Source: an optimization exercise on an open RTL-to-GDS flow (aim: small area). Production flows keep margins and buffers that such runs may drop.
RTL that was checked went through simulation tests only; none was proved equivalent to the original.
Power is estimated from default activity; no workload was simulated.

// Top_1553B_APB
module Top_1553B_APB
(
  APB_CLK,
  APB_RESETn,
  APB_RDATA,
  APB_READY,
  APB_SLVERR,
  APB_STRB,
  APB_PROT,
  APB_ADDR,
  APB_ENABLE,
  APB_WRITE,
  APB_WDATA,
  APB_SEL,
  rx0_1553,
  tx0_1553,
  tx0_en,
  rx1_1553,
  tx1_1553,
  tx1_en
);
For scale: roughly 2800 cells after synthesis, about 1500 flip-flops, ~0.038 sq mm of cells after synthesis.
Settings: LEC_CHECK=0, CAP_MARGIN=20, CORE_MARGIN=2, CORE_UTILIZATION=70, CTS_BUF_LIST=sky130_fd_sc_hd__clkbuf_8, CTS_CLUSTER_DIAMETER=60, CTS_CLUSTER_SIZE=16, SLEW_MARGIN=20; clock period 10.0 ns.
standard.sh (not shown) runs the stock make flow with config.mk's settings and CLKGATE_MAP_FILE= SYNTH_SCRIPT=/design/flow/synth_recipe.tcl, a recipe that flattens the netlist after the stock synthesis.
==> flow/flow/run.sh <==
#!/bin/bash
set -euo pipefail
W=$(pwd)

# synthesis script: the standard flow's, with the ABC call pointed at the area script
{
  cat <<'TCL'
proc abc {args} {
  set i [lsearch -exact $args -script]
  if {$i >= 0} { lset args [expr {$i + 1}] $::env(AREA_ABC_SCRIPT) }
  yosys abc {*}$args
}
TCL
  cat "$W/synth_recipe.tcl"
} > "$W/area_synth.tcl"
export AREA_ABC_SCRIPT="$W/flow/area.script"

# standard.sh with the synthesis script replaced,
# and the port buffers made with the smallest buffer cell
sed -E "s#SYNTH_SCRIPT=[^ ]+#SYNTH_SCRIPT=$W/area_synth.tcl 'BUFFER_PORTS_ARGS=-buffer_cell sky130_fd_sc_hd__buf_1'#" "$W/standard.sh" > "$W/area_standard.sh"
grep -q "SYNTH_SCRIPT=$W/area_synth.tcl" "$W/area_standard.sh"

bash "$W/area_standard.sh" > "$W/flow_make.log" 2>&1
==> flow/flow/area.script <==
strash
&get -n
&st
&dch
&nf -R 20 -C 32 -F 8
&st
&dch
&nf -R 20 -C 32 -F 8
&put
topo
The baseline ran to the end with no violations.
==> next run, changes <==
- CORE_UTILIZATION: 70 -> 60
- CTS_BUF_LIST: sky130_fd_sc_hd__clkbuf_8 -> unset
- CTS_CLUSTER_DIAMETER: 60 -> 100
- CTS_CLUSTER_SIZE: 16 -> 24
What happened:
- non-clock buffer count grows by 6
- wire length grows by 0.72%
- cell area grows by 1.5%
- synthesized cell count stays the same
- sequential power stays flat
- worst setup slack gains 0.39 ns
- count of clock-buffer cells in the layout shrinks by 11
- worst hold slack gains 0.0082 ns
- maximum frequency grows by about 6%
- die area grows by about 16%

========
Setup of lane 1:
Another version of the RTL of Top_1553B_APB (not shown whole).
For scale: about 3200 cells after synthesis, about 120 I/O pins, roughly 54000 sq um of cells after synthesis.
export LEC_CHECK = 0
export CAP_MARGIN = 20
export CORE_MARGIN = 2
export CORE_UTILIZATION = 40
export SLEW_MARGIN = 20
create_clock -name core_clock -period 10.0 [get_ports {APB_CLK}]
run.sh (not shown) runs the stock make flow with config.mk's settings and CLKGATE_MAP_FILE= SYNTH_SCRIPT=/design/flow/synth_recipe.tcl, a recipe that flattens the netlist after the stock synthesis.
Stock flow here: none of the scripts above is used.
No stage failed in lane 1, and the final checks on the layout all came back clean.
#### Input delta (lane 2 over lane 1)
# lane 1
export LEC_CHECK = 0
export CAP_MARGIN = 20
export CORE_MARGIN = 2
export CORE_UTILIZATION = 40
export SLEW_MARGIN = 20
create_clock -name core_clock -period 10.0 [get_ports {APB_CLK}]
# lane 2
export LEC_CHECK = 0
export CAP_MARGIN = 20
export CORE_MARGIN = 2
export CORE_UTILIZATION = 60
export CTS_BUF_LIST = sky130_fd_sc_hd__clkbuf_4
export SLEW_MARGIN = 20
create_clock -name core_clock -period 10.0 [get_ports {APB_CLK}]
Lane 2: full flow OK, the timing, design-rule and antenna checks passed. Every stage of the flow completed for lane 1, and the final layout passed the timing, design-rule and antenna checks. Cmp lane 2 vs lane 1: share of post-route cells with drive strength above 1 higher in lane 2. Compared with lane 1, lane 2 shows pin count of the biggest net entering global routing lower by 45%. Est. power | lane 2 vs lane 1 | lane 2 lower. Summary: with lane 1 as the reference, met3 wire length in lane 2 moved down by more than 10%. Worst-case setup slack after placement in lane 2 is 370 ps higher than in lane 1.
Function was not checked in any run of this note: the RTL went through the layout flow alone.

========
== run A ==
Another version of the RTL of Top_1553B_APB (not shown whole).
Size in the first run: ~3700 cells after synthesis, about 1400 flip-flops, about 120 I/O pins, about 0.044 sq mm of cells after synthesis.
==> flow/config.mk <==
export PLATFORM = sky130hd
export DESIGN_NAME = Top_1553B_APB
export DESIGN_NICKNAME = Top_1553B_APB
export VERILOG_FILES = /design/flow/design.v
export SDC_FILE = /design/flow/constraint.sdc
export NUM_CORES = 4
export LEC_CHECK = 0
export CAP_MARGIN = 20
export CORE_MARGIN = 2
export CORE_UTILIZATION = 60
export CTS_CLUSTER_DIAMETER = 100
export CTS_CLUSTER_SIZE = 24
export SLEW_MARGIN = 20
==> flow/constraint.sdc <==
create_clock -name core_clock -period 10.0 [get_ports {APB_CLK}]
set_input_delay 2.0000 -clock core_clock [delete_from_list [all_inputs] [get_ports {APB_CLK}]]
set_output_delay 2.0000 -clock core_clock [all_outputs]
set_load 0.01 [all_outputs]
Run A: flow completed, timing, DRC and antenna clean
[inputs] run B vs run A
# run A
export LEC_CHECK = 0
export CAP_MARGIN = 20
export CORE_MARGIN = 2
export CORE_UTILIZATION = 60
export CTS_CLUSTER_DIAMETER = 100
export CTS_CLUSTER_SIZE = 24
export SLEW_MARGIN = 20
create_clock -name core_clock -period 10.0 [get_ports {APB_CLK}]
# run B
export LEC_CHECK = 0
export CAP_MARGIN = 20
export CORE_MARGIN = 2
export CORE_UTILIZATION = 60
export CTS_CLUSTER_DIAMETER = 80
export CTS_CLUSTER_SIZE = 30
export SLEW_MARGIN = 20
create_clock -name core_clock -period 10.0 [get_ports {APB_CLK}]
Notes after the runs:
Run B vs. run A: routed wire length decreased by about 0.6% relative to the old numbers; layout overhead on the synthesized area decreased by 0.77 points relative to the old numbers; count of clock-buffer cells in the layout decreased by 21% relative to the old numbers; sequential group share of total power increased by 1.7 points relative to the old numbers. [run B vs run A] critical path depth: higher in run B. Run A -> run B: final weighted congestion in routability-driven placement delta 0, exact match.
diff inputs: run B => run C
# run B
export LEC_CHECK = 0
export CAP_MARGIN = 20
export CORE_MARGIN = 2
export CORE_UTILIZATION = 60
export CTS_CLUSTER_DIAMETER = 80
export CTS_CLUSTER_SIZE = 30
export SLEW_MARGIN = 20
create_clock -name core_clock -period 10.0 [get_ports {APB_CLK}]
# run C
export LEC_CHECK = 0
export CAP_MARGIN = 20
export CORE_MARGIN = 2
export CORE_UTILIZATION = 60
export CTS_CLUSTER_DIAMETER = 100
export CTS_CLUSTER_SIZE = 24
export SLEW_MARGIN = 20
create_clock -name core_clock -period 10.0 [get_ports {APB_CLK}]
==> flow/flow/run.sh (new file) <==
#!/bin/bash
set -euo pipefail
W=$(pwd)

# synthesis script: the standard flow's, with the ABC call pointed at the area script
{
  cat <<'TCL'
proc abc {args} {
  set i [lsearch -exact $args -script]
  if {$i >= 0} { lset args [expr {$i + 1}] $::env(AREA_ABC_SCRIPT) }
  yosys abc {*}$args
}
TCL
  cat "$W/synth_recipe.tcl"
} > "$W/area_synth.tcl"
export AREA_ABC_SCRIPT="$W/flow/area.script"

# standard.sh with the synthesis script replaced
sed -E "s#SYNTH_SCRIPT=[^ ]+#SYNTH_SCRIPT=$W/area_synth.tcl#" "$W/standard.sh" > "$W/area_standard.sh"
grep -q "SYNTH_SCRIPT=$W/area_synth.tcl" "$W/area_standard.sh"

bash "$W/area_standard.sh" > "$W/flow_make.log" 2>&1
==> flow/flow/area.script (new file) <==
strash
&get -n
&st
&dch
&nf -R 1000
&put
topo
==> flow/standard.sh (new file) <==
#!/bin/bash
# synth_recipe.tcl (not shown) runs the flow's synth.tcl, then flattens the netlist and writes it again
# the make line also repeats each setting of config.mk as NAME=value (left out here)
make -C /OpenROAD-flow-scripts/flow DESIGN_CONFIG=/design/flow/config.mk WORK_HOME=/design/flow/orfs CLKGATE_MAP_FILE= SYNTH_SCRIPT=/design/flow/synth_recipe.tcl "${@:-finish}"
removed: flow/run.sh
Findings:
Run C: flow completed, timing, DRC and antenna clean. Number of different library cells in the post-synthesis netlist is lower on run C. Run C reports a lower number of well taps than run B does. Summary — multi-input gate share of total cell area, run C relative to run B: lower, by 2.0 points. In the tables for run C and run B, data arrival at the endpoint of the critical path reads lower with run B. Headroom to the max-slew limit delta for run C relative to run B: 2.8 points higher. Layout-stage area growth over the synthesis result, run C and run B: larger value in run C. Multi-input combinational cell count, run C and run B: smaller value in run C.
[inputs] run D vs run C
-- flow/flow/run.sh --
<<< run C, line 18
# standard.sh with the synthesis script replaced
sed -E "s#SYNTH_SCRIPT=[^ ]+#SYNTH_SCRIPT=$W/area_synth.tcl#" "$W/standard.sh" > "$W/area_standard.sh"
>>> run D, line 18
# standard.sh with the synthesis script replaced,
# and the port buffers made with the smallest buffer cell
sed -E "s#SYNTH_SCRIPT=[^ ]+#SYNTH_SCRIPT=$W/area_synth.tcl 'BUFFER_PORTS_ARGS=-buffer_cell sky130_fd_sc_hd__buf_1'#" "$W/standard.sh" > "$W/area_standard.sh"
==> flow/flow/area.script <==
strash
&get -n
&st
&dch
&nf -R 100
&put
topo
## What came out
The cell internal power dissipation was comparable across run D and run C. Compared run C against run D; via count of the first global-routing pass within noise. Higher maximum ir drop on the vdd rail goes to run C over run D.

[static timing again, ports no longer ideal]
The results above use ideal ports. As a check the final layouts listed here were re-extracted and re-timed, cells and wires unchanged.
Step 1: set_driving_cell puts a clkbuf_16 on APB_CLK and a buf_2 on each other input, an assumption about the parent block.
Step 2 times the ports against the registers' clock, not the clock port: input delays grow and output delays shrink by t, the midpoint of the rising clock arrivals with the driver on.
Three values: ideal, step 1, step 2; two values: the first two.
run	t, ns	setup WS [ns]	worst setup path at the end	worst register clock-pin slew, ns
the first run of note 1	0.788	2.989 / 2.929 / 3.717	register to output	0.10 / 0.10
the second run of note 1	0.696	3.379 / 3.311 / 4.007	register to output	0.10 / 0.10
lane 1	0.839	3.047 / 2.977 / 3.253	input to output	0.07 / 0.07
lane 2	1.228	2.666 / 2.602 / 3.652	input to output	0.07 / 0.07
run A	0.724	2.814 / 2.742 / 3.466	register to output	0.10 / 0.10
run B	0.724	2.880 / 2.820 / 3.544	register to output	0.12 / 0.12
run C	0.690	0.704 / 0.638 / 1.328	register to output	0.10 / 0.10
run D	0.695	1.084 / 1.017 / 1.711	register to output	0.10 / 0.10
After both steps setup and hold are still met in every run listed.
